This is an optimization exercise on Yosys and OpenROAD, whose aim is small area, not a production implementation. Function was not checked in any run shown here: the RTL went through the layout flow alone. Power figures rest on the tool's default switching activity, not on a simulated workload.

==> flow/config.mk <==
export PLATFORM = sky130hd
export DESIGN_NAME = top
export DESIGN_NICKNAME = top
export VERILOG_FILES = /design/flow/design.v
export SDC_FILE = /design/flow/constraint.sdc
export NUM_CORES = 4
export LEC_CHECK = 0
export ABC_AREA = 0
export CAP_MARGIN = 0
export CORE_MARGIN = 2
export CORE_UTILIZATION = 70
export CTS_CLUSTER_DIAMETER = 60
export CTS_CLUSTER_SIZE = 30
export SLEW_MARGIN = 0
==> flow/design.v <==
module tone_table1 (
    input [1:0] mode,
    input [3:0] note,
    output [18:0] tp,
    output zero
);
    wire [24:0] oh;
    assign oh[0] = ({mode, note} == 6'h01);   
    assign oh[1] = ({mode, note} == 6'h02);   
    assign oh[2] = ({mode, note} == 6'h03);   
    assign oh[3] = ({mode, note} == 6'h04);   
    assign oh[4] = ({mode, note} == 6'h05);   
    assign oh[5] = ({mode, note} == 6'h06);   
    assign oh[6] = ({mode, note} == 6'h07);   
    assign oh[7] = ({mode, note} == 6'h08);   
    assign oh[8] = ({mode, note} == 6'h09);   
    assign oh[9] = ({mode, note} == 6'h0a);   
    assign oh[10] = ({mode, note} == 6'h0b);   
    assign oh[11] = ({mode, note} == 6'h0c);   
    assign oh[12] = ({mode, note} == 6'h11);   
    assign oh[13] = ({mode, note} == 6'h12);   
    assign oh[14] = ({mode, note} == 6'h13);   
    assign oh[15] = ({mode, note} == 6'h14);   
    assign oh[16] = ({mode, note} == 6'h15);   
    assign oh[17] = ({mode, note} == 6'h16);   
    assign oh[18] = ({mode, note} == 6'h17);   
    assign oh[19] = ({mode, note} == 6'h18);   
    assign oh[20] = ({mode, note} == 6'h21);   
    assign oh[21] = ({mode, note} == 6'h22);   
    assign oh[22] = ({mode, note} == 6'h23);   
    assign oh[23] = ({mode, note} == 6'h24);   
    assign oh[24] = ({mode, note} == 6'h25);   
    assign tp[0] = oh[0] | oh[1] | oh[6] | oh[7] | oh[9] | oh[11] | oh[12] | oh[19] | oh[20] | oh[22] | oh[23];
    assign tp[1] = oh[0] | oh[1] | oh[5] | oh[6] | oh[7] | oh[9] | oh[10] | oh[11] | oh[12] | oh[15] | oh[17] | oh[18] | oh[19] | oh[20] | oh[21];
    assign tp[2] = oh[0] | oh[1] | oh[2] | oh[4] | oh[11] | oh[12] | oh[13] | oh[14] | oh[19] | oh[20] | oh[21] | oh[24];
    assign tp[3] = oh[0] | oh[1] | oh[3] | oh[6] | oh[7] | oh[9] | oh[12] | oh[15] | oh[20] | oh[21] | oh[22] | oh[23];
    assign tp[4] = oh[0] | oh[1] | oh[7] | oh[9] | oh[12] | oh[17] | oh[21] | oh[23];
    assign tp[5] = oh[0] | oh[1] | oh[2] | oh[7] | oh[8] | oh[9] | oh[10] | oh[11] | oh[12] | oh[13] | oh[16] | oh[17] | oh[18] | oh[19] | oh[20] | oh[21] | oh[24];
    assign tp[6] = oh[0] | oh[2] | oh[3] | oh[4] | oh[12] | oh[13] | oh[14] | oh[15] | oh[17] | oh[21] | oh[22] | oh[23] | oh[24];
    assign tp[7] = oh[2] | oh[5] | oh[6] | oh[7] | oh[9] | oh[10] | oh[13] | oh[17] | oh[18] | oh[22];
    assign tp[8] = oh[2] | oh[3] | oh[4] | oh[6] | oh[7] | oh[8] | oh[9] | oh[13] | oh[14] | oh[16] | oh[17] | oh[22];
    assign tp[9] = oh[0] | oh[1] | oh[2] | oh[3] | oh[6] | oh[7] | oh[10] | oh[12] | oh[13] | oh[18] | oh[20] | oh[22] | oh[23] | oh[24];
    assign tp[10] = oh[0] | oh[4] | oh[5] | oh[6] | oh[7] | oh[9] | oh[11] | oh[12] | oh[14] | oh[17] | oh[19] | oh[20] | oh[21] | oh[22] | oh[23];
    assign tp[11] = oh[0] | oh[2] | oh[3] | oh[5] | oh[8] | oh[10] | oh[12] | oh[13] | oh[15] | oh[16] | oh[17] | oh[18] | oh[20] | oh[24];
    assign tp[12] = oh[1] | oh[2] | oh[4] | oh[6] | oh[8] | oh[10] | oh[11] | oh[13] | oh[14] | oh[16] | oh[17] | oh[18] | oh[19] | oh[20] | oh[22];
    assign tp[13] = oh[0] | oh[1] | oh[2] | oh[4] | oh[8] | oh[10] | oh[12] | oh[13] | oh[14] | oh[15] | oh[16] | oh[18] | oh[21] | oh[22] | oh[24];
    assign tp[14] = oh[1] | oh[4] | oh[5] | oh[8] | oh[9] | oh[14] | oh[16] | oh[17] | oh[20] | oh[21] | oh[22] | oh[23] | oh[24];
    assign tp[15] = oh[1] | oh[2] | oh[3] | oh[8] | oh[9] | oh[10] | oh[11] | oh[13] | oh[16] | oh[17] | oh[18] | oh[19] | oh[21] | oh[24];
    assign tp[16] = oh[1] | oh[2] | oh[3] | oh[4] | oh[5] | oh[6] | oh[7] | oh[13] | oh[14] | oh[15] | oh[21] | oh[22] | oh[23];
    assign tp[17] = oh[0] | oh[12] | oh[21] | oh[22] | oh[23] | oh[24];
    assign tp[18] = oh[20];
    assign zero = ~|oh;
endmodule
module tone_table2 (
    input [1:0] mode,
    input [3:0] note,
    output [16:0] tp,
    output zero
);
    wire [24:0] oh;
    assign oh[0] = ({mode, note} == 6'h01);   
    assign oh[1] = ({mode, note} == 6'h02);   
    assign oh[2] = ({mode, note} == 6'h03);   
    assign oh[3] = ({mode, note} == 6'h04);   
    assign oh[4] = ({mode, note} == 6'h05);   
    assign oh[5] = ({mode, note} == 6'h06);   
    assign oh[6] = ({mode, note} == 6'h07);   
    assign oh[7] = ({mode, note} == 6'h08);   
    assign oh[8] = ({mode, note} == 6'h09);   
    assign oh[9] = ({mode, note} == 6'h11);   
    assign oh[10] = ({mode, note} == 6'h12);   
    assign oh[11] = ({mode, note} == 6'h13);   
    assign oh[12] = ({mode, note} == 6'h14);   
    assign oh[13] = ({mode, note} == 6'h15);   
    assign oh[14] = ({mode, note} == 6'h16);   
    assign oh[15] = ({mode, note} == 6'h17);   
    assign oh[16] = ({mode, note} == 6'h21);   
    assign oh[17] = ({mode, note} == 6'h22);   
    assign oh[18] = ({mode, note} == 6'h23);   
    assign oh[19] = ({mode, note} == 6'h24);   
    assign oh[20] = ({mode, note} == 6'h25);   
    assign oh[21] = ({mode, note} == 6'h26);   
    assign oh[22] = ({mode, note} == 6'h27);   
    assign oh[23] = ({mode, note} == 6'h28);   
    assign oh[24] = ({mode, note} == 6'h29);   
    assign tp[0] = oh[2] | oh[4] | oh[5] | oh[8] | oh[12] | oh[14] | oh[15] | oh[19] | oh[22] | oh[24];
    assign tp[1] = oh[0] | oh[1] | oh[2] | oh[3] | oh[4] | oh[5] | oh[6] | oh[9] | oh[11] | oh[12] | oh[13] | oh[14] | oh[15] | oh[17] | oh[18] | oh[19] | oh[21] | oh[22] | oh[23] | oh[24];
    assign tp[2] = oh[0] | oh[4] | oh[5] | oh[14] | oh[15] | oh[16] | oh[24];
    assign tp[3] = oh[2] | oh[8] | oh[9] | oh[12] | oh[18] | oh[19];
    assign tp[4] = oh[0] | oh[1] | oh[2] | oh[4] | oh[6] | oh[7] | oh[8] | oh[11] | oh[12] | oh[14] | oh[21] | oh[24];
    assign tp[5] = oh[1] | oh[2] | oh[3] | oh[4] | oh[5] | oh[8] | oh[10] | oh[11] | oh[12] | oh[13] | oh[14] | oh[15] | oh[20] | oh[21] | oh[22] | oh[23] | oh[24];
    assign tp[6] = oh[1] | oh[6] | oh[8] | oh[9] | oh[11] | oh[16] | oh[18] | oh[21] | oh[22];
    assign tp[7] = oh[1] | oh[2] | oh[3] | oh[6] | oh[7] | oh[8] | oh[11] | oh[12] | oh[13] | oh[17] | oh[19] | oh[21] | oh[23];
    assign tp[8] = oh[0] | oh[1] | oh[2] | oh[6] | oh[10] | oh[11] | oh[12] | oh[16] | oh[19] | oh[20] | oh[21] | oh[22];
    assign tp[9] = oh[3] | oh[4] | oh[6] | oh[8] | oh[13] | oh[14] | oh[19] | oh[23] | oh[24];
    assign tp[10] = oh[1] | oh[2] | oh[4] | oh[5] | oh[7] | oh[8] | oh[11] | oh[12] | oh[14] | oh[15] | oh[16] | oh[17] | oh[19] | oh[21] | oh[24];
    assign tp[11] = oh[0] | oh[1] | oh[3] | oh[6] | oh[7] | oh[8] | oh[9] | oh[10] | oh[11] | oh[13] | oh[17] | oh[18] | oh[20] | oh[21] | oh[23];
    assign tp[12] = oh[0] | oh[1] | oh[3] | oh[5] | oh[7] | oh[10] | oh[11] | oh[13] | oh[15] | oh[16] | oh[19] | oh[20] | oh[21] | oh[22] | oh[23];
    assign tp[13] = oh[0] | oh[3] | oh[4] | oh[7] | oh[8] | oh[9] | oh[10] | oh[13] | oh[14] | oh[16] | oh[18] | oh[20] | oh[23] | oh[24];
    assign tp[14] = oh[0] | oh[1] | oh[2] | oh[7] | oh[8] | oh[10] | oh[11] | oh[12] | oh[16] | oh[17] | oh[20] | oh[21] | oh[22];
    assign tp[15] = oh[0] | oh[1] | oh[2] | oh[3] | oh[4] | oh[5] | oh[6] | oh[10] | oh[11] | oh[12] | oh[13] | oh[14] | oh[15] | oh[20] | oh[21] | oh[22] | oh[23] | oh[24];
    assign tp[16] = oh[9] | oh[16] | oh[17] | oh[18] | oh[19];
    assign zero = ~|oh;
endmodule
module music_rom (
    input side,
    input song,
    input [5:0] idx,
    output reg [6:0] w
);
always @(*) begin
    case ({side, song, idx})
        8'b00000000: w = 7'b0001_010;
        8'b00000001: w = 7'b0100_010;
        8'b00000010: w = 7'b0101_010;
        8'b00000011: w = 7'b0110_010;
        8'b00000100: w = 7'b1010_010;
        8'b00000101: w = 7'b1101_100;
        8'b00000110: w = 7'b0110_010;
        8'b00000111: w = 7'b1000_010;
        8'b00001000: w = 7'b1100_100;
        8'b00001001: w = 7'b0110_010;
        8'b00001010: w = 7'b1010_010;
        8'b00001011: w = 7'b1011_100;
        8'b00001100: w = 7'b0110_010;
        8'b00001101: w = 7'b1010_010;
        8'b00001110: w = 7'b1101_010;
        8'b00001111: w = 7'b1010_010;
        8'b00010000: w = 7'b0110_010;
        8'b00010001: w = 7'b1000_010;
        8'b00010010: w = 7'b1100_010;
        8'b00010011: w = 7'b1000_010;
        8'b00010100: w = 7'b0110_010;
        8'b00010101: w = 7'b1001_010;
        8'b00010110: w = 7'b1100_010;
        8'b00010111: w = 7'b1001_010;
        8'b00011000: w = 7'b0011_010;
        8'b00011001: w = 7'b0111_010;
        8'b00011010: w = 7'b1011_010;
        8'b00011011: w = 7'b0111_010;
        8'b00011100: w = 7'b0011_010;
        8'b00011101: w = 7'b0111_010;
        8'b00011110: w = 7'b1011_010;
        8'b00011111: w = 7'b1010_010;
        8'b00100000: w = 7'b0110_010;
        8'b00100001: w = 7'b1010_010;
        8'b00100010: w = 7'b1101_100;
        8'b00100011: w = 7'b0110_010;
        8'b00100100: w = 7'b1000_010;
        8'b00100101: w = 7'b1100_100;
        8'b00100110: w = 7'b0101_010;
        8'b00100111: w = 7'b1010_010;
        8'b00101000: w = 7'b1011_100;
        8'b00101001: w = 7'b0110_010;
        8'b00101010: w = 7'b1010_010;
        8'b00101011: w = 7'b1101_010;
        8'b00101100: w = 7'b1010_010;
        8'b00101101: w = 7'b0010_010;
        8'b00101110: w = 7'b0110_010;
        8'b00101111: w = 7'b1100_010;
        8'b00110000: w = 7'b0110_010;
        8'b00110001: w = 7'b0011_010;
        8'b00110010: w = 7'b0111_010;
        8'b00110011: w = 7'b1011_100;
        8'b00110100: w = 7'b0110_010;
        8'b00110101: w = 7'b1010_010;
        8'b00110110: w = 7'b1101_010;
        8'b00110111: w = 7'b1010_010;
        8'b00111000: w = 7'b0110_010;
        8'b00111001: w = 7'b1010_010;
        8'b00111010: w = 7'b1101_100;
        8'b00111011: w = 7'b1101_100;
        8'b00111100: w = 7'b1101_100;
        8'b00111101: w = 7'b1101_100;
        8'b00111110: w = 7'b1101_100;
        8'b00111111: w = 7'b1101_100;
        8'b01000000: w = 7'b0101_100;
        8'b01000001: w = 7'b0101_100;
        8'b01000010: w = 7'b0011_010;
        8'b01000011: w = 7'b0101_010;
        8'b01000100: w = 7'b0111_010;
        8'b01000101: w = 7'b0101_010;
        8'b01000110: w = 7'b1000_010;
        8'b01000111: w = 7'b0101_010;
        8'b01001000: w = 7'b0111_010;
        8'b01001001: w = 7'b0101_010;
        8'b01001010: w = 7'b0100_010;
        8'b01001011: w = 7'b0110_010;
        8'b01001100: w = 7'b1000_010;
        8'b01001101: w = 7'b0110_010;
        8'b01001110: w = 7'b1001_010;
        8'b01001111: w = 7'b0110_010;
        8'b01010000: w = 7'b1000_010;
        8'b01010001: w = 7'b0110_010;
        8'b01010010: w = 7'b0011_010;
        8'b01010011: w = 7'b0101_010;
        8'b01010100: w = 7'b0111_010;
        8'b01010101: w = 7'b0101_010;
        8'b01010110: w = 7'b1000_010;
        8'b01010111: w = 7'b0101_010;
        8'b01011000: w = 7'b0111_010;
        8'b01011001: w = 7'b0101_010;
        8'b01011010: w = 7'b0010_010;
        8'b01011011: w = 7'b0100_010;
        8'b01011100: w = 7'b0111_010;
        8'b01011101: w = 7'b0100_010;
        8'b01011110: w = 7'b1000_010;
        8'b01011111: w = 7'b0100_010;
        8'b01100000: w = 7'b0111_010;
        8'b01100001: w = 7'b0100_010;
        8'b01100010: w = 7'b0011_010;
        8'b01100011: w = 7'b0101_010;
        8'b01100100: w = 7'b0111_010;
        8'b01100101: w = 7'b0101_010;
        8'b01100110: w = 7'b1000_010;
        8'b01100111: w = 7'b0101_010;
        8'b01101000: w = 7'b0111_010;
        8'b01101001: w = 7'b0101_010;
        8'b01101010: w = 7'b0100_010;
        8'b01101011: w = 7'b0110_010;
        8'b01101100: w = 7'b1000_010;
        8'b01101101: w = 7'b0110_010;
        8'b01101110: w = 7'b1001_010;
        8'b01101111: w = 7'b0110_010;
        8'b01110000: w = 7'b1000_010;
        8'b01110001: w = 7'b0110_010;
        8'b01110010: w = 7'b0011_010;
        8'b01110011: w = 7'b0101_010;
        8'b01110100: w = 7'b0111_010;
        8'b01110101: w = 7'b0101_010;
        8'b01110110: w = 7'b1101_010;
        8'b01110111: w = 7'b1010_010;
        8'b01111000: w = 7'b0110_010;
        8'b01111001: w = 7'b1010_010;
        8'b01111010: w = 7'b1101_100;
        8'b01111011: w = 7'b1101_100;
        8'b01111100: w = 7'b1101_100;
        8'b01111101: w = 7'b1101_100;
        8'b01111110: w = 7'b1101_100;
        8'b01111111: w = 7'b1101_100;
        8'b10000000: w = 7'b0001_010;
        8'b10000001: w = 7'b0101_010;
        8'b10000010: w = 7'b0101_010;
        8'b10000011: w = 7'b0110_010;
        8'b10000100: w = 7'b0111_010;
        8'b10000101: w = 7'b0111_010;
        8'b10000110: w = 7'b1001_010;
        8'b10000111: w = 7'b1001_010;
        8'b10001000: w = 7'b1001_010;
        8'b10001001: w = 7'b1000_010;
        8'b10001010: w = 7'b0001_010;
        8'b10001011: w = 7'b0101_010;
        8'b10001100: w = 7'b0110_010;
        8'b10001101: w = 7'b0110_010;
        8'b10001110: w = 7'b1000_010;
        8'b10001111: w = 7'b1001_001;
        8'b10010000: w = 7'b1000_011;
        8'b10010001: w = 7'b0111_010;
        8'b10010010: w = 7'b0001_100;
        8'b10010011: w = 7'b0101_010;
        8'b10010100: w = 7'b0101_010;
        8'b10010101: w = 7'b0111_010;
        8'b10010110: w = 7'b1000_001;
        8'b10010111: w = 7'b0111_011;
        8'b10011000: w = 7'b0110_010;
        8'b10011001: w = 7'b0011_010;
        8'b10011010: w = 7'b0100_010;
        8'b10011011: w = 7'b0101_100;
        8'b10011100: w = 7'b0111_010;
        8'b10011101: w = 7'b1000_001;
        8'b10011110: w = 7'b0111_011;
        8'b10011111: w = 7'b0110_010;
        8'b10100000: w = 7'b0001_010;
        8'b10100001: w = 7'b0010_010;
        8'b10100010: w = 7'b0111_100;
        8'b10100011: w = 7'b1001_010;
        8'b10100100: w = 7'b1001_010;
        8'b10100101: w = 7'b1001_010;
        8'b10100110: w = 7'b1000_010;
        8'b10100111: w = 7'b0001_010;
        8'b10101000: w = 7'b0101_010;
        8'b10101001: w = 7'b0110_100;
        8'b10101010: w = 7'b1000_010;
        8'b10101011: w = 7'b1001_001;
        8'b10101100: w = 7'b1000_011;
        8'b10101101: w = 7'b0111_010;
        8'b10101110: w = 7'b0001_010;
        8'b10101111: w = 7'b0101_100;
        8'b10110000: w = 7'b1010_010;
        8'b10110001: w = 7'b0001_010;
        8'b10110010: w = 7'b0101_010;
        8'b10110011: w = 7'b0100_010;
        8'b10110100: w = 7'b0111_100;
        8'b10110101: w = 7'b0111_010;
        8'b10110110: w = 7'b0111_010;
        8'b10110111: w = 7'b0101_010;
        8'b10111000: w = 7'b0001_010;
        8'b10111001: w = 7'b0110_001;
        8'b10111010: w = 7'b0101_111;
        8'b10111011: w = 7'b0101_111;
        8'b10111100: w = 7'b0101_111;
        8'b10111101: w = 7'b0101_111;
        8'b10111110: w = 7'b0101_111;
        8'b10111111: w = 7'b0101_111;
        8'b11000000: w = 7'b0110_011;
        8'b11000001: w = 7'b0111_011;
        8'b11000010: w = 7'b1000_100;
        8'b11000011: w = 7'b1000_100;
        8'b11000100: w = 7'b1000_100;
        8'b11000101: w = 7'b1000_100;
        8'b11000110: w = 7'b0111_010;
        8'b11000111: w = 7'b0110_010;
        8'b11001000: w = 7'b0101_010;
        8'b11001001: w = 7'b0110_010;
        8'b11001010: w = 7'b0101_010;
        8'b11001011: w = 7'b0100_110;
        8'b11001100: w = 7'b0010_010;
        8'b11001101: w = 7'b0011_111;
        8'b11001110: w = 7'b0001_111;
        8'b11001111: w = 7'b0001_101;
        8'b11010000: w = 7'b0001_111;
        8'b11010001: w = 7'b0110_011;
        8'b11010010: w = 7'b0111_011;
        8'b11010011: w = 7'b1000_100;
        8'b11010100: w = 7'b1000_100;
        8'b11010101: w = 7'b1000_100;
        8'b11010110: w = 7'b1000_100;
        8'b11010111: w = 7'b0111_010;
        8'b11011000: w = 7'b0110_010;
        8'b11011001: w = 7'b0101_010;
        8'b11011010: w = 7'b0110_010;
        8'b11011011: w = 7'b0101_010;
        8'b11011100: w = 7'b0100_110;
        8'b11011101: w = 7'b0010_010;
        8'b11011110: w = 7'b0011_111;
        8'b11011111: w = 7'b0001_111;
        8'b11100000: w = 7'b0101_010;
        8'b11100001: w = 7'b0110_010;
        8'b11100010: w = 7'b0101_010;
        8'b11100011: w = 7'b0100_110;
        8'b11100100: w = 7'b1001_010;
        8'b11100101: w = 7'b1001_010;
        8'b11100110: w = 7'b1000_010;
        8'b11100111: w = 7'b0001_010;
        8'b11101000: w = 7'b0101_010;
        8'b11101001: w = 7'b0110_100;
        8'b11101010: w = 7'b1000_010;
        8'b11101011: w = 7'b1001_001;
        8'b11101100: w = 7'b1000_011;
        8'b11101101: w = 7'b0111_010;
        8'b11101110: w = 7'b0001_010;
        8'b11101111: w = 7'b0101_100;
        8'b11110000: w = 7'b1010_010;
        8'b11110001: w = 7'b0001_010;
        8'b11110010: w = 7'b0101_010;
        8'b11110011: w = 7'b0100_010;
        8'b11110100: w = 7'b0111_100;
        8'b11110101: w = 7'b0111_010;
        8'b11110110: w = 7'b0111_010;
        8'b11110111: w = 7'b0101_010;
        8'b11111000: w = 7'b0001_010;
        8'b11111001: w = 7'b0110_001;
        8'b11111010: w = 7'b0101_111;
        8'b11111011: w = 7'b0101_111;
        8'b11111100: w = 7'b0101_111;
        8'b11111101: w = 7'b0101_111;
        8'b11111110: w = 7'b0101_111;
        8'b11111111: w = 7'b0101_111;
        default: w = 7'b0001_000;
    endcase
end
endmodule
module top(
    input clk,
    input rst,
    input [1:0] mode_switch,
    output [1:0] rail,
    input [3:0] row1,
    output [2:0] col1,
    output speaker1,
    input [3:0] row2,
    output [2:0] col2,
    output speaker2,
    input wire uart_rx,
    output wire uart_tx,
    output notes_left,
    output notes_right,
    output [6:0] seg,
    output [7:0] an,
    output red, green, blue,
    output red_r, green_r, blue_r,
    output reg [1:0] send_note,
    output counter
);
    localparam [13:0] L14_1     = 14'h0001;
    localparam [13:0] L14_5208  = 14'h3027;
    localparam [13:0] L14_6246  = 14'h2206;
    localparam [13:0] L14_10415 = 14'h1be3;
    localparam [13:0] L14_10416 = 14'h37c6;
    localparam [13:0] L14_10417 = 14'h2f8d;
    localparam [13:0] L14_10418 = 14'h1f1a;
    localparam [15:0] L16_50000 = 16'h290f;
    localparam [23:0] L24_2001  = 24'h127758;
    localparam [23:0] L24_IDLE  = 24'h42d9e8;  
    localparam [7:0]  L8_249    = 8'hec;
    localparam [3:0]  L4_0      = 4'h0;
    localparam [3:0]  L4_9      = 4'h9;
    localparam [7:0]  L8_M1     = 8'h80;       
    function [13:0] l14(input [13:0] x);
        l14 = {x[12:0], ~(x[13] ^ x[4] ^ x[2] ^ x[0])};
    endfunction
    function [15:0] l16(input [15:0] x);
        l16 = {x[14:0], ~(x[15] ^ x[14] ^ x[12] ^ x[3])};
    endfunction
    function [23:0] l24(input [23:0] x);
        l24 = {x[22:0], ~(x[23] ^ x[22] ^ x[21] ^ x[16])};
    endfunction
    function [7:0] l8(input [7:0] x);
        l8 = {x[6:0], ~(x[7] ^ x[5] ^ x[4] ^ x[3])};
    endfunction
    reg [13:0] sr;           
    reg [3:0]  sq;           
    reg [1:0]  col_sel;
    reg [2:0]  col;
    reg [7:0]  blk;          
    wire sr_end    = (sr == L14_10416);
    wire scan_wrap = (sq == L4_9) && (sr == L14_6246);
    always @(posedge clk) begin
        if (!rst || scan_wrap || sr_end) sr <= 14'd0;
        else sr <= l14(sr);
    end
    always @(posedge clk) begin
        if (!rst) begin
            sq <= L4_0;
            col_sel <= 2'd0;
            col <= 3'b000;
            blk <= L8_M1;
        end else begin
            if (scan_wrap) begin
                sq <= L4_0;
                col_sel <= (col_sel == 2'd2) ? 2'd0 : col_sel + 2'd1;
                blk <= (blk == L8_249) ? 8'd0 : l8(blk);
            end else if (sr_end)
                sq <= {sq[2:0], ~(sq[3] ^ sq[2])};
            case (col_sel)
                2'd0: col <= 3'b100;
                2'd1: col <= 3'b010;
                default: col <= 3'b001;
            endcase
        end
    end
    assign col1 = col;
    assign col2 = col;
    reg [7:0] cnt_val;
    reg       cnt_tx;
    reg       cnt_cy;
    wire cnt_load = (blk == L8_249) && (sr == L14_1);
    always @(posedge clk) begin
        if (!rst) begin
            cnt_val <= 8'd0;
            cnt_tx <= 1'b1;
        end else if (cnt_load) begin
            if (sq == L4_0) begin
                cnt_tx <= 1'b0;
                cnt_cy <= 1'b1;
            end else if (sq == L4_9) begin
                cnt_tx <= 1'b1;
            end else begin
                cnt_tx <= cnt_val[0];
                cnt_val <= {cnt_val[0] ^ cnt_cy, cnt_val[7:1]};
                cnt_cy <= cnt_val[0] & cnt_cy;
            end
        end
    end
    assign counter = cnt_tx;
    wire k1 = |row1;
    wire k2 = |row2;
    reg [23:0] kc1, kc2;
    reg pk1, pk2, kp1, kp2;
    reg [3:0] note1, note2;
    wire [23:0] kv1 = (k1 == pk1) ? kc1 : 24'd0;
    wire [23:0] kv2 = (k2 == pk2) ? kc2 : 24'd0;
    wire trig1 = k1 & pk1 & ~kp1 & (kc1 == L24_2001);
    wire trig2 = k2 & pk2 & ~kp2 & (kc2 == L24_2001);
    wire idle1 = ~k1 & ~pk1 & (kc1 == L24_IDLE);
    wire idle2 = ~k2 & ~pk2 & (kc2 == L24_IDLE);
    reg [3:0] dec1, dec2;
    always @(*) begin
        case ({row1, col_sel})
            6'b1000_00: dec1 = 4'd12;
            6'b1000_01: dec1 = 4'd11;
            6'b1000_10: dec1 = 4'd10;
            6'b0100_00: dec1 = 4'd9;
            6'b0100_01: dec1 = 4'd8;
            6'b0100_10: dec1 = 4'd7;
            6'b0010_00: dec1 = 4'd6;
            6'b0010_01: dec1 = 4'd5;
            6'b0010_10: dec1 = 4'd4;
            6'b0001_00: dec1 = 4'd3;
            6'b0001_01: dec1 = 4'd2;
            6'b0001_10: dec1 = 4'd1;
            default: dec1 = 4'd15;
        endcase
        case ({row2, col_sel})
            6'b1000_00: dec2 = 4'd11;
            6'b1000_01: dec2 = 4'd12;
            6'b1000_10: dec2 = 4'd10;
            6'b0100_00: dec2 = 4'd8;
            6'b0100_01: dec2 = 4'd9;
            6'b0100_10: dec2 = 4'd7;
            6'b0010_00: dec2 = 4'd5;
            6'b0010_01: dec2 = 4'd6;
            6'b0010_10: dec2 = 4'd4;
            6'b0001_00: dec2 = 4'd2;
            6'b0001_01: dec2 = 4'd3;
            6'b0001_10: dec2 = 4'd1;
            default: dec2 = 4'd15;
        endcase
    end
    always @(posedge clk) begin
        if (!rst) begin
            kc1 <= 24'd0;
            kc2 <= 24'd0;
        end else begin
            kc1 <= l24(kv1);
            kc2 <= l24(kv2);
        end
    end
    always @(posedge clk) begin
        if (!rst) begin
            pk1 <= 1'b0; pk2 <= 1'b0;
            kp1 <= 1'b0; kp2 <= 1'b0;
            note1 <= 4'd15;
            note2 <= 4'd0;
        end else begin
            pk1 <= k1; pk2 <= k2;
            kp1 <= k1 & (kp1 | trig1);
            kp2 <= k2 & (kp2 | trig2);
            if (trig1) note1 <= dec1;
            else if (idle1) note1 <= 4'd15;
            if (trig2) note2 <= dec2;
            else if (idle2) note2 <= 4'd15;
        end
    end
    wire [18:0] tp1;
    wire [16:0] tp2;
    wire z1, z2;
    tone_table1 tt1 (.mode(mode_switch), .note(note1), .tp(tp1), .zero(z1));
    tone_table2 tt2 (.mode(mode_switch), .note(note2), .tp(tp2), .zero(z2));
    reg [18:0] pc1;
    reg [16:0] pc2;
    reg spk1, spk2;
    wire w1 = (pc1 >= tp1);
    wire w2 = (pc2 >= tp2);
    always @(posedge clk) begin
        if (!rst || z1 || w1) pc1 <= 19'd0;
        else pc1 <= pc1 + 19'd1;
        if (!rst || z2 || w2) pc2 <= 17'd0;
        else pc2 <= pc2 + 17'd1;
    end
    always @(posedge clk) begin
        if (!rst) begin
            spk1 <= 1'b0;
            spk2 <= 1'b0;
        end else begin
            spk1 <= ~z1 & (spk1 ^ w1);
            spk2 <= ~z2 & (spk2 ^ w2);
        end
    end
    assign speaker1 = spk1;
    assign speaker2 = spk2;
    reg [15:0] dc1 [0:3];
    reg [15:0] dc2 [0:3];
    reg [3:0] st1, st2;
    wire [3:0] mis1 = note1 ^ st1;
    wire [3:0] mis2 = note2 ^ st2;
    wire [3:0] hit1, hit2;
    genvar gi;
    generate
        for (gi = 0; gi < 4; gi = gi + 1) begin : g_deb
            assign hit1[gi] = mis1[gi] & (dc1[gi] == L16_50000);
            assign hit2[gi] = mis2[gi] & (dc2[gi] == L16_50000);
            always @(posedge clk) begin
                if (!rst || !mis1[gi] || hit1[gi]) dc1[gi] <= 16'd0;
                else dc1[gi] <= l16(dc1[gi]);
                if (!rst || !mis2[gi] || hit2[gi]) dc2[gi] <= 16'd0;
                else dc2[gi] <= l16(dc2[gi]);
            end
        end
    endgenerate
    wire [3:0] st1_n = st1 ^ hit1;
    wire [3:0] st2_n = st2 ^ hit2;
    wire kx = ((|hit1) & ~(&st1_n)) | ((|hit2) & ~(&st2_n));
    reg kd1, btn;
    always @(posedge clk) begin
        if (!rst) begin
            st1 <= 4'b1111;
            st2 <= 4'b1111;
            kd1 <= 1'b0;
            btn <= 1'b0;
        end else begin
            st1 <= st1_n;
            st2 <= st2_n;
            kd1 <= kx;
            btn <= kd1;
        end
    end
    reg endgame, right_win;
    reg [1:0] ust;
    reg usend;
    reg [5:0] ud;           
    reg [1:0] txs;
    reg [3:0] bidx;
    reg txb;
    reg [13:0] btm;
    wire uready = (txs == 2'd0);
    wire bdone = (btm == L14_10416);
    always @(posedge clk) begin
        if (!rst) begin
            ust <= 2'd0;
            usend <= 1'b0;
        end else begin
            usend <= 1'b0;
            if (endgame) begin
                case (ust)
                    2'd0: if (btn) ust <= 2'd1;
                    2'd1: if (uready) begin usend <= 1'b1; ust <= 2'd2; end
                    default: ust <= 2'd0;
                endcase
            end else begin
                case (ust)
                    2'd0: if (btn) ust <= 2'd1;
                    2'd1: if (uready) begin usend <= 1'b1; ust <= 2'd2; end
                    2'd2: if (!usend && uready) ust <= 2'd3;
                    default: if (uready) begin usend <= 1'b1; ust <= 2'd0; end
                endcase
            end
        end
    end
    always @(posedge clk) begin
        if (uready) begin
            if (endgame) begin
                if (ust == 2'd1) ud <= 6'b01_0010;
            end else begin
                if (ust == 2'd1) ud <= {2'b00, note1};
                else if (ust == 2'd3) ud <= {2'b10, note2};
            end
        end
    end
    reg fbit;
    always @(*) begin
        case (bidx)
            4'd0: fbit = 1'b0;
            4'd1: fbit = ud[0];
            4'd2: fbit = ud[1];
            4'd3: fbit = ud[2];
            4'd4: fbit = ud[3];
            4'd5: fbit = ud[4];
            4'd6: fbit = ud[5];
            4'd7: fbit = 1'b1;
            4'd8: fbit = 1'b0;
            default: fbit = 1'b1;
        endcase
    end
    always @(posedge clk) begin
        if (!rst) begin
            txs <= 2'd0;
            txb <= 1'b1;
        end else begin
            case (txs)
                2'd0: if (usend) txs <= 2'd1;
                2'd1: begin txb <= fbit; txs <= 2'd2; end
                2'd2: if (bdone && bidx == 4'd9) txs <= 2'd0;
                      else if (bdone) txs <= 2'd1;
                default: txs <= 2'd0;
            endcase
        end
    end
    always @(posedge clk) begin
        if (txs == 2'd0) bidx <= 4'd0;
        else if (txs == 2'd2 && bdone) bidx <= bidx + 4'd1;
        if (uready || bdone) btm <= 14'd0;
        else btm <= l14(btm);
    end
    assign uart_tx = txb;
    reg [1:0] rxs;
    reg [13:0] rtm;
    reg [2:0] ridx;
    reg [7:0] sh;
    reg rdy, rdy_d;
    wire r_mid = (rtm == L14_5208);
    wire r_end = (rtm == L14_10416);
    always @(posedge clk) begin
        if (!rst) begin
            rxs <= 2'd0;
            rdy <= 1'b0;
            rdy_d <= 1'b0;
        end else begin
            rdy_d <= rdy;
            rdy <= 1'b0;
            case (rxs)
                2'd0: if (!uart_rx) rxs <= 2'd1;
                2'd1: if (r_mid) rxs <= uart_rx ? 2'd0 : 2'd2;
                2'd2: if (r_end && ridx == 3'd7) rxs <= 2'd3;
                default: if (r_end) begin rdy <= uart_rx; rxs <= 2'd0; end
            endcase
        end
    end
    always @(posedge clk) begin
        if (rxs == 2'd0) begin
            rtm <= 14'd0;
            ridx <= 3'd0;
        end else if ((rxs == 2'd1 && r_mid) || (rxs == 2'd2 && r_end)) begin
            rtm <= 14'd0;
        end else begin
            rtm <= l14(rtm);
        end
        if (rxs == 2'd2 && r_end) begin
            ridx <= ridx + 3'd1;
            sh <= {uart_rx, sh[7:1]};
        end
    end
    wire isC = (sh == 8'h43);
    wire isc = (sh == 8'h63);
    wire isR = (sh == 8'h52);
    wire isr = (sh == 8'h72);
    reg [4:0] q1, q2;
    reg [3:0] o1, o2;
    wire inc1 = rdy_d & isC;
    wire inc2 = rdy_d & isc;
    wire ge1 = q1[4] | q1[3] | (q1[2] & q1[1]);
    wire ge2 = q2[4] | q2[3] | (q2[2] & q2[1]);
    wire [1:0] sn_next = (rdy & isR) ? 2'b01 : (rdy & isr) ? 2'b10 : send_note;
    always @(posedge clk) begin
        if (!rst) begin
            q1 <= 5'd0; o1 <= 4'd0;
            q2 <= 5'd0; o2 <= 4'd0;
            endgame <= 1'b0;
            right_win <= 1'b0;
            send_note <= 2'b00;
        end else begin
            send_note <= sn_next;
            if (inc1) begin
                if (q1 == 5'd25 && o1 == 4'd5) begin q1 <= 5'd0; o1 <= 4'd0; end
                else if (o1 == 4'd9) begin q1 <= q1 + 5'd1; o1 <= 4'd0; end
                else o1 <= o1 + 4'd1;
            end
            if (inc2) begin
                if (q2 == 5'd25 && o2 == 4'd5) begin q2 <= 5'd0; o2 <= 4'd0; end
                else if (o2 == 4'd9) begin q2 <= q2 + 5'd1; o2 <= 4'd0; end
                else o2 <= o2 + 4'd1;
            end
            if (ge1) begin
                endgame <= 1'b1;
                right_win <= 1'b0;
            end else if (ge2) begin
                endgame <= 1'b1;
                right_win <= 1'b1;
            end
        end
    end
    reg [10:0] glo;
    reg [9:0]  gup;
    wire glo_last = (glo == 11'd0);
    always @(posedge clk) begin
        if (!rst) begin
            glo <= 11'd0;
            gup <= 10'd0;
        end else begin
            glo <= {glo[9:0], glo[10] ^ glo[8] ^ (glo[9:0] == 10'd0)};
            gup <= gup + {9'd0, glo_last};
        end
    end
    wire [2:0] dsel = gup[2:0];
    reg [3:0] digit;
    always @(*) begin
        case (dsel)
            3'd0: digit = o2;
            3'd1: digit = q2[3:0];
            3'd4: digit = o1;
            3'd5: digit = q1[3:0];
            default: digit = 4'd15;
        endcase
    end
    assign an = ~(8'b00000001 << dsel);
    reg [6:0] segr;
    always @(*) begin
        case (digit)
            4'd0: segr = 7'b1000000;
            4'd1: segr = 7'b1111001;
            4'd2: segr = 7'b0100100;
            4'd3: segr = 7'b0110000;
            4'd4: segr = 7'b0011001;
            4'd5: segr = 7'b0010010;
            4'd6: segr = 7'b0000010;
            4'd7: segr = 7'b1111000;
            4'd8: segr = 7'b0000000;
            4'd9: segr = 7'b0010000;
            default: segr = 7'b1111111;
        endcase
    end
    assign seg = segr;
    reg [6:0] pm;            
    reg [1:0] dir;
    reg [7:0] pa, pb;
    reg lr, lg, lb;
    wire lev = glo_last && (gup == 10'd512);
    wire pm_zero = ((glo == 11'h400) && (gup[7:0] == 8'd0)) || (pm == 7'd100);
    always @(posedge clk) begin
        if (!rst || pm_zero) pm <= 7'd0;
        else pm <= pm + 7'd1;
    end
    wire lta = (pm < pa);
    wire ltb = (pm < pb);
    always @(posedge clk) begin
        if (!rst) begin
            dir <= 2'd0;
            pa <= 8'd50;
            pb <= 8'd0;
            lr <= 1'b0; lg <= 1'b0; lb <= 1'b0;
        end else begin
            lr <= (dir == 2'd0 & lta) | (dir == 2'd2 & ltb);
            lg <= (dir == 2'd1 & lta) | (dir == 2'd0 & ltb);
            lb <= (dir == 2'd2 & lta) | (dir == 2'd1 & ltb);
            if (lev) begin
                if (endgame) begin
                    pa <= 8'd50;
                    pb <= 8'd0;
                    dir <= right_win ? 2'd0 : 2'd2;
                end else if (pa != 8'd0) begin
                    pa <= pa - 8'd1;
                    pb <= pb + 8'd1;
                end else begin
                    pa <= pb + 8'd1;
                    pb <= 8'd0;
                    dir <= (dir == 2'd2) ? 2'd0 : dir + 2'd1;
                end
            end
        end
    end
    assign red = lr;
    assign green = lg;
    assign blue = lb;
    assign red_r = lr;
    assign green_r = lg;
    assign blue_r = lb;
    reg [3:0] lf;
    always @(posedge clk) begin
        if (!rst) lf <= 4'b1011;
        else lf <= {lf[2:0], lf[3] ^ lf[2]};
    end
    assign rail = {lf[2], lf[1] | (lf[3:1] == 3'b000)};
    wire mclr = (send_note == 2'b00) || (sn_next != send_note);
    wire mside = send_note[1];
    reg [3:0] mslot;
    reg msidx;
    reg [13:0] mbaud;
    reg [5:0] midx;
    reg mcs, msd;
    wire mend = (mslot == 4'd0)  ? (mbaud == (msidx ? L14_10418 : L14_10417)) :
                (mslot == 4'd10) ? (mbaud == 14'd0) : (mbaud == L14_10415);
    wire [6:0] nn = msd ? (mside ? 7'd36 : 7'd54) : 7'd59;
    wire mgo = (mslot == 4'd15) && ({1'b0, midx} < nn);
    always @(posedge clk) begin
        if (mclr || mgo || mend) mbaud <= 14'd0;
        else mbaud <= l14(mbaud);
        if (mclr) begin
            mslot <= 4'd15;
            midx <= 6'd0;
            msd <= 1'b0;
        end else begin
            msd <= mode_switch[0];
            if (mgo) begin
                mcs <= mode_switch[0];
                msidx <= 1'b0;
                mslot <= 4'd0;
            end else if (mend && mslot != 4'd15) begin
                if (mslot == 4'd9) begin
                    msidx <= 1'b1;
                    mslot <= msidx ? 4'd10 : 4'd0;
                end else if (mslot == 4'd10) begin
                    midx <= midx + 6'd1;
                    mslot <= 4'd15;
                end else begin
                    mslot <= mslot + 4'd1;
                end
            end
        end
    end
    wire [6:0] mw;
    music_rom rom (.side(mside), .song(mcs), .idx(midx), .w(mw));
    wire [7:0] mbyte = msidx ? {5'b00110, mw[2:0]} : {2'b01, mside, 1'b0, mw[6:3]};
    reg mtx;
    always @(*) begin
        case (mslot)
            4'd1: mtx = 1'b0;
            4'd2: mtx = mbyte[0];
            4'd3: mtx = mbyte[1];
            4'd4: mtx = mbyte[2];
            4'd5: mtx = mbyte[3];
            4'd6: mtx = mbyte[4];
            4'd7: mtx = mbyte[5];
            4'd8: mtx = mbyte[6];
            4'd9: mtx = mbyte[7];
            default: mtx = 1'b1;
        endcase
    end
    assign notes_left = ~send_note[0] | mtx;
    assign notes_right = ~send_note[1] | mtx;
endmodule
==> flow/constraint.sdc <==
create_clock -name core_clock -period 14.0 [get_ports {clk}]
set_input_delay 2.8000 -clock core_clock [delete_from_list [all_inputs] [get_ports {clk}]]
set_output_delay 2.8000 -clock core_clock [all_outputs]
set_load 0.01 [all_outputs]
==> flow/run.sh <==
#!/bin/bash
# synth_recipe.tcl (not shown) runs the flow's synth.tcl, then flattens the netlist and writes it again
# the make line also repeats each setting of config.mk as NAME=value (left out here)
make -C /OpenROAD-flow-scripts/flow DESIGN_CONFIG=/design/flow/config.mk WORK_HOME=/design/flow/orfs CLKGATE_MAP_FILE= SYNTH_SCRIPT=/design/flow/synth_recipe.tcl finish
==> results of run 1 <==
==> per-layer routing <==
metal / vias up / share of wire, %
met5: - / 0
met4: 0 / 3.5
met3: 140 / 5.3
met2: 661 / 48
met1: 8774 / 43
li1: 8994 / -
==> synth_stat cells, drive strengths merged (16+ instances only) <==
cell type | instances | area share (%)
edfxtp | 20 | 2.7
buf | 36 | 0.78
nor4b | 16 | 0.62
nand3 | 84 | 1.9
xor2 | 62 | 2.4
nand4 | 34 | 0.94
nor4 | 21 | 0.67
nand3b | 17 | 0.57
clkbuf | 120 | 2.0
nand2b | 49 | 1.4
o211ai | 25 | 0.83
a21oi | 134 | 3.0
nor2b | 49 | 1.4
and3 | 32 | 0.89
and4b | 21 | 0.93
ha | 121 | 6.7
inv | 93 | 1.5
a31oi | 26 | 0.72
nor3b | 16 | 0.53
xnor2 | 71 | 2.8
mux2i | 33 | 1.5
dfxtp | 418 | 37
nand2 | 151 | 2.5
o22ai | 18 | 0.50
and2 | 256 | 7.1
o21ai | 110 | 2.4
a211oi | 18 | 0.60
nor2 | 276 | 4.6
nor3 | 47 | 1.1
==> worst max path at each step <==
stage | startpoint | endpoint | slack (ns) | cells past startpoint
3_3_place_gp | mode_switch[1] | pc1[16] | 7.06 | 13
3_5_place_dp | mode_switch[1] | pc1[12] | 6.89 | 13
2_1_floorplan | mode_switch[0] | pc2[10] | 8.23 | 17
6_report | midx[2] | notes_left | 6.54 | 11
4_1_cts | midx[2] | notes_left | 6.59 | 11
5_1_grt | midx[2] | notes_right | 6.25 | 11
==> stage by stage <==
stage	hold WS, ns	utilization (%)	instance area (µm²)
finish	0.4346	76.17	24100
floorplan	0.3863	-	22550
detailed placement	0.4253	72.82	23040
global placement	0.3941	72.82	23040
global route	0.4476	76.17	24100
CTS	0.4374	76.17	24100
==> worst max-delay path, stage by stage, from the launching register on <==
cell and delay, ns:
dfxtp_2 0.33, buf_4 0.56, clkinv_1 0.71, ha_1 0.57
nor2b_1 0.16, o311ai_0 0.32, a31oi_1 0.07, nor3_1 0.24
nor4_1 0.09, or3_1 0.40, nand4_1 0.10, clkdlybuf4s50_1 0.54
==> kinds of logic after synthesis <==
group	share of synthesized area (%)
AND/OR/NAND/NOR	27.28
AO/OA/AOI/OAI	13.88
flip-flops	39.77
buffers and inverters	4.372
XOR/XNOR	5.166
adder cells (fa/ha/maj)	6.714
multiplexers	2.813
==> flip-flops by register name, indices dropped and copies added (netlist names), 5 cells and up <==
register and cells:
gup 10, q2 5, cnt_val 8, pb 8, ud 6, btm 14
sh 8, kc1 24, pc2 17, rtm 14, midx 6, glo 11
pm 7, q1 5, dc2 64, blk 8, pa 8, pc1 19
sr 14, mbaud 14, dc1 64, kc2 24
==> cell type report <==
type | count | area share (%)
tap | 402 | 2.087
clock buffer | 32 | 3.141
clock inverter | 19 | 1.257
timing repair buffer | 66 | 2.523
multi-input combinational | 1921 | 52.27
inverter | 96 | 1.495
sequential | 438 | 37.23
==> power by group <==
part / switching [W] / internal, W / leakage (nW)
registers: 0.0000258 / 0.00129 / 3.56
clock network: 0.000495 / 0.000431 / 0.507
logic: 0.000114 / 0.0000941 / 5.28
total: 0.000635 / 0.00181 / 9.35
==> parameters.txt, run 1 <==
Parameter                              Value

Critical path
  Worst Path Required ... 11.20 ns
  Crit Path Max Fanout ... 71
  CP Launch Type ... flip-flop
  Source of the worst register-to-register timing path ... note2[1]
  Critical path arrival ... 4.66 ns
  Kind of critical path ... flip-flop to primary output
  Endpoint of the lowest-slack register-to-register path ... pc2[0]
  Nature of the critical path endpoint ... primary output
  Reg2reg setup slack ... 9.69 ns
  Number of cells on the worst reg-to-reg path ... 12

STA
  Hold Violations, Final ... 0
  Least-Margin Pin Slew ... 1.250 ns
  Unrepaired setup endpoints after global routing ... no
  Worst path setup slack after routing ... 6.543 ns
  Worst slew margin ... 16.47%
  Finish-stage setup viols ... 0
  Portion of the clock cycle consumed by the worst path in the final layout ... 53.27%
  Clock Skews ... 0.01682 ns
  Final critical path time including I/O delays and setup ... 7.457 ns
  Highest attainable clock frequency ... 134.1 MHz
  Setup_tns ... 0 ns
  Final Max Tran Viols ... 0

Worst hold path
  Worst hold path type ... flip-flop to flip-flop
  Hold path start ... lf[0]
  Capture endpoint of the worst hold path ... lf[1]
  WHS Path Cells ... 1

Placed design
  Detailed placement HPWL ... 34,630 µm
  DP Worst Slack ... 6.894 ns
  Number of buffer cells added on primary ports ... 49
  Dpl cells ... 2,923
  Global placer's final weighted congestion ... 0.9894

Clock tree
  Number of buffers inserted during clock tree synthesis ... 28
  H-Tree Level Count ... 1
  Clock tree buffer depth ... 3
  Number of buffers inserted to repair setup after CTS ... 0
  TritonCTS clock tree ... done
  Clock net sink count ... 438
  Hold-fix buffers at CTS ... 0
  Clock-pin slew reported for the worst setup and hold paths after clock tree synthesis ... 0.10 ns
  Clock latency of the later-clocked register in the worst-skew pair ... 0.57 ns
  Cell chosen for the clock root ... clkbuf_16
  Number of gates resized after CTS ... 0

Global route
  Busiest layer in global routing ... met2
  Via count of the first global-routing pass ... 17,983
  Pin count of the biggest net entering global routing ... 80
  Overall global routing resource usage ... 30.30%
  First-pass GRT wire length ... 85,920 µm
  GRT overflow ... 0
  Antenna violations before repair ... 0
  Met2 usage ... 53.13%
  Met1 track utilization from global routing ... 38.51%
  Global routing met3 resource utilization ... 3.467%

Layout
  Area taken by multi-input logic gates ... 0.01259 mm²
  FILL cells ... 2,236
  Layout Nets ... 2,685
  Most common library cell in the layout ignoring fill and taps ... dfxtp_1
  Seq. cell area ... 0.008971 mm²
  Area growth from synthesis to layout ... 6.864%
  Share of final-layout standard cells stronger than drive strength 1 ... 4.432%
  Number of antenna diodes ... 0
  Post-route non-filler standard cell count ... 2,974
  Highest-count cells in the layout ignoring fill and taps ... dfxtp_1, nor2_1, and2_1

Yosys
  Number of instances in the synthesized netlist ... 2,611
  Number of flops mapped to enable cells by yosys ... 20
  Number of flip-flops and latches in the synthesized netlist ... 438
  Synth cell types ... 84
  Avg Inst Size Synth ... 8.636 µm²
  Post-Synthesis Cell Area ... 0.02255 mm²
  Most instantiated flip-flop cell in the synthesis netlist ... dfxtp_1
  Portion of the post-synthesis area used by sequential elements ... 39.77%
  Number of warnings issued by yosys ... 4
  Asr flop ratio synth ... 0%
  Number of nets in the synthesized netlist ... 2,745

Drt
  Post-DR wirelength/cell ... 17.35 µm
  Number of detailed-routing iterations run before antenna repair ... 7
  Total number of vias ... 18,569
  Count of routing violations after the opening detailed-route iteration ... 1,502
  Final wirelength ... 51,610 µm
  Count of antenna-violating nets left after detailed routing ... 0
  Number of vias per cell ... 6.244
  Total DRC errors in the routed layout ... 0

Floorplanning
  Number of I/O pins ... 50
  Initial Util ... 71.28%
  Horizontal die dimension ... 183.5 µm
  Die Outline Area ... 0.03366 mm²
  Area inside the core boundary ... 0.03164 mm²
  Number of rows created at floorplan ... 65
  Die height ... 183.5 µm

Job
  Count of maximum capacitance violations ... 0

Power
  Sum of internal, switching and leakage power ... 0.002444 W
  Leak Pwr ... 9.349 nW
  Power density cells ... 101.4 mW/mm²
  Highest ir drop seen on vdd ... 143.0 µV

Run status
  Result of the run ... no timing/DRC/antenna violations
==> run 2: changes to the inputs <==
==> flow/config.mk (replaced) <==
export PLATFORM = sky130hd
export DESIGN_NAME = top
export DESIGN_NICKNAME = top
export VERILOG_FILES = /design/flow/design.v
export SDC_FILE = /design/flow/constraint.sdc
export NUM_CORES = 4
export LEC_CHECK = 0
export ABC_AREA = 1
export CAP_MARGIN = 0
export CORE_MARGIN = 2
export CORE_UTILIZATION = 70
export CTS_CLUSTER_DIAMETER = 100
export CTS_CLUSTER_SIZE = 25
export SLEW_MARGIN = 0
==> run 2 against run 1 <==
Compared with the run above:
- via count rose by 11%
- area after synthesis is 0.29% higher
- largest cell class unchanged
- count of clock-buffer cells in the layout decreased by 4
- total power fell by 9.2%
- global-route usage increased by 1.9 points
- synthesized cell count grew 22%
- critical path depth is 4 higher
- cell area decreased by 0.81%
- maximum frequency grew 12%
- first-iteration DRC count up 23%
- still clean
- hold slack got worse by 0.027 ns
- non-clock buffer count shrank 8
==> parameters.txt, run 2 <==
Parameter                              Value

STA
  Clock Skews ... 0.03954 ns
  Portion of the clock cycle consumed by the worst path in the final layout ... 47.45%
  Setup_tns ... 0 ns
  Final critical path time including I/O delays and setup ... 6.643 ns
  Unrepaired setup endpoints after global routing ... no
  Final Max Tran Viols ... 0
  Highest attainable clock frequency ... 150.5 MHz
  Worst slew margin ... 32.17%
  Finish-stage setup viols ... 0
  Hold Violations, Final ... 0
  Least-Margin Pin Slew ... 1.013 ns

Placed design
  Global placer's final weighted congestion ... 0.9643
  Detailed placement HPWL ... 40,100 µm
  Number of buffer cells added on primary ports ... 49

Power
  Leak Pwr ... 10.17 nW
  Sum of internal, switching and leakage power ... 0.002220 W
  Power density cells ... 92.88 mW/mm²
  Highest ir drop seen on vdd ... 116.9 µV

Global route
  Pin count of the biggest net entering global routing ... 66
  Antenna violations before repair ... 0
  GRT overflow ... 0
  Overall global routing resource usage ... 32.17%
  First-pass GRT wire length ... 91,690 µm
  Via count of the first global-routing pass ... 19,891

Critical path
  Cells traversed along the worst timing path ... inv_1 > ha_1 > nor2_1 > a21oi_1 > nand3_1 > nand2_1 > nand2_1 > nand2_1 > nand2_1 > nand2_1 > nand2_1 > nor2_1 > nor2_1 > nand3_1 > clkdlybuf4s50_1
  Nature of the critical path endpoint ... primary output
  Worst Path Required ... 11.20 ns
  Worst stage delay on the critical path ... 0.64 ns
  Cell seen most often among critical-path stages ... nand2_1
  Kind of critical path ... flip-flop to primary output
  Crit Path Max Fanout ... 12
  Count of buffering cells on the critical path with inverters included ... 2
  Endpoint of the lowest-slack register-to-register path ... pc1[8]
  Number of cells on the worst reg-to-reg path ... 18
  CP Launch Type ... flip-flop
  Critical path arrival ... 3.84 ns
  Library cell contributing the largest single delay on the critical path ... dfxtp_1
  Worst path top cell family by delay ... simple AND/OR/NAND/NOR gates
  Reg2reg setup slack ... 10.15 ns
  Source of the worst register-to-register timing path ... note1[1]

Yosys
  Portion of the post-synthesis area used by sequential elements ... 39.66%
  Cell taking the most area after synthesis ... dfxtp_1
  Most instantiated library cell after synthesis ... nand2_1
  Avg Inst Size Synth ... 7.098 µm²
  Most instantiated flip-flop cell in the synthesis netlist ... dfxtp_1
  Post-Synthesis Cell Area ... 0.02262 mm²
  Asr flop ratio synth ... 0%
  Fraction of synthesized cell area taken by the top area cell type ... 37.00%
  Number of warnings issued by yosys ... 4
  Number of flip-flops and latches in the synthesized netlist ... 438
  Cell types with the highest counts after synthesis ... nand2_1, nor2_1, inv_1
  Number of nets in the synthesized netlist ... 3,320
  Synth top area cells ... dfxtp_1, nand2_1, nor2_1
  Number of instances in the synthesized netlist ... 3,186
  Number of flops mapped to enable cells by yosys ... 20
  Synth cell types ... 66

Clock tree
  TritonCTS clock tree ... done
  Clock-pin slew reported for the worst setup and hold paths after clock tree synthesis ... 0.11 ns
  Clock tree buffer depth ... 3
  Number of gates resized after CTS ... 0
  Clock latency of the later-clocked register in the worst-skew pair ... 0.57 ns
  Cell chosen for the clock root ... clkbuf_16
  Clock net sink count ... 438
  H-Tree Level Count ... 1
  Number of buffers inserted during clock tree synthesis ... 22
  Number of buffers inserted to repair setup after CTS ... 0
  Hold-fix buffers at CTS ... 0

Layout
  Layout Nets ... 3,321
  Area growth from synthesis to layout ... 5.688%
  Top Registers ... dc1: 64 flops, dc2: 64 flops
  Number of antenna diodes ... 0
  Highest-count cells in the layout ignoring fill and taps ... nand2_1, nor2_1, inv_1
  Most common library cell in the layout ignoring fill and taps ... nand2_1
  Share of final-layout standard cells stronger than drive strength 1 ... 3.473%

Floorplanning
  Die height ... 183.7 µm
  Area inside the core boundary ... 0.03172 mm²
  Initial Util ... 71.30%
  Die Outline Area ... 0.03376 mm²
  Number of rows created at floorplan ... 65
  Number of I/O pins ... 50
  Horizontal die dimension ... 183.7 µm

Drt
  Count of antenna-violating nets left after detailed routing ... 0
  Final wirelength ... 54,590 µm
  Number of vias per cell ... 5.739
  Total DRC errors in the routed layout ... 0
  Count of routing violations after the opening detailed-route iteration ... 1,842
  Post-DR wirelength/cell ... 15.17 µm
  Number of detailed-routing iterations run before antenna repair ... 7
  Total number of vias ... 20,648

Run status
  Result of the run ... no timing/DRC/antenna violations

Worst hold path
  Hold path start ... dc1[0][13]
  Capture endpoint of the worst hold path ... dc1[0][14]
  Worst hold path type ... flip-flop to flip-flop
  WHS Path Cells ... 2

Job
  Count of maximum capacitance violations ... 0
==> run 2: final cells by class <==
class | instances | area (µm²)
clock buffers | 28 | 573.1
flip-flops and latches | 438 | 8969
clock inverters | 5 | 80.08
multi-input cells | 2131 | 11200
repair buffers | 58 | 553.0
well taps | 402 | 503.0
fillers | 2282 | 7816
inverters | 536 | 2022
==> run 2: metrics by stage <==
stage          hold slack, ns  util (%)  setup slack (ns)  instances  area, µm²
2_1_floorplan          0.3905         -             8.746       3186      22620
3_3_place_gp           0.3978     73.30             7.167       3565      23250
3_5_place_dp           0.4068     73.30             7.066       3565      23250
4_1_cts                0.4019     75.36             7.420       3598      23900
5_1_grt                0.4359     75.36             7.121       3598      23900
6_report               0.4078     75.36             7.357       3598      23900
==> run 2: worst max-delay path by stage <==
stage,startpoint,to,cells past startpoint
4_1_cts,midx[1],notes_right,15
2_1_floorplan,mode_switch[0],pc1[10],22
3_3_place_gp,mode_switch[0],pc1[7],17
3_5_place_dp,mode_switch[1],pc1[8],17
6_report,midx[1],notes_right,15
5_1_grt,mode_switch[0],pc1[8],17
==> run 2: logic make-up after synthesis <==
logic type | count (synthesis) | share of synthesized area, %
DFF | 438 | 39.66
xor gates and xnor gates | 81 | 3.137
buffers and inverters | 617 | 10.81
AOI/OAI and AO/OA | 312 | 7.856
adders and majority gates | 121 | 6.694
and+or+nand+nor | 1617 | 31.85
==> run 2: where the power goes <==
part	internal (W)	switching [W]
logic	0.0000778	0.000133
clock network	0.000300	0.000402
registers	0.00129	0.0000214
total	0.00166	0.000556
==> run 2: tightest hold or removal path: stages (launching register included) <==
cell	delay (ns)
dfxtp_1	0.33
inv_1	0.05
nor2_1	0.03
==> run 2: layer usage <==
layer / vias up / part of all wire, % / track usage (%)
met2: 820 / 48 / 56.86
met5: - / 0 / 0
met4: 0 / 3.7 / 12.38
met3: 184 / 6.2 / 3.467
met1: 9451 / 42 / 40.39
li1: 10193 / - / -

-- re-timing with driven ports --
The flow's constraints put no driver on any port. The routed layouts listed below were extracted and timed again, unchanged, in two steps.
Step 1: set_driving_cell puts a clkbuf_16 on clk and a buf_2 on each other input, an assumption about the parent block.
Step 2 moves the port delays by t, midway between the first and last clock arrival at a register: inputs arrive t later, outputs are due t later. That takes back most of the time a late clock gives input paths.
Three values: ideal, step 1, step 2; two values: the first two.
run | t (ns) | setup WS [ns] | worst setup path after step 2 | cell pins on the clock port's net
run 1 | 0.614 | 6.543 / 6.488 / 6.730 | input to register | 1
run 2 | 0.604 | 7.357 / 7.305 / 6.953 | input to register | 1
After both steps every run listed still meets setup and hold. For run 2, which loses most, drivers alone change the setup slack by -0.052 ns; drivers and shift together by -0.404 ns.
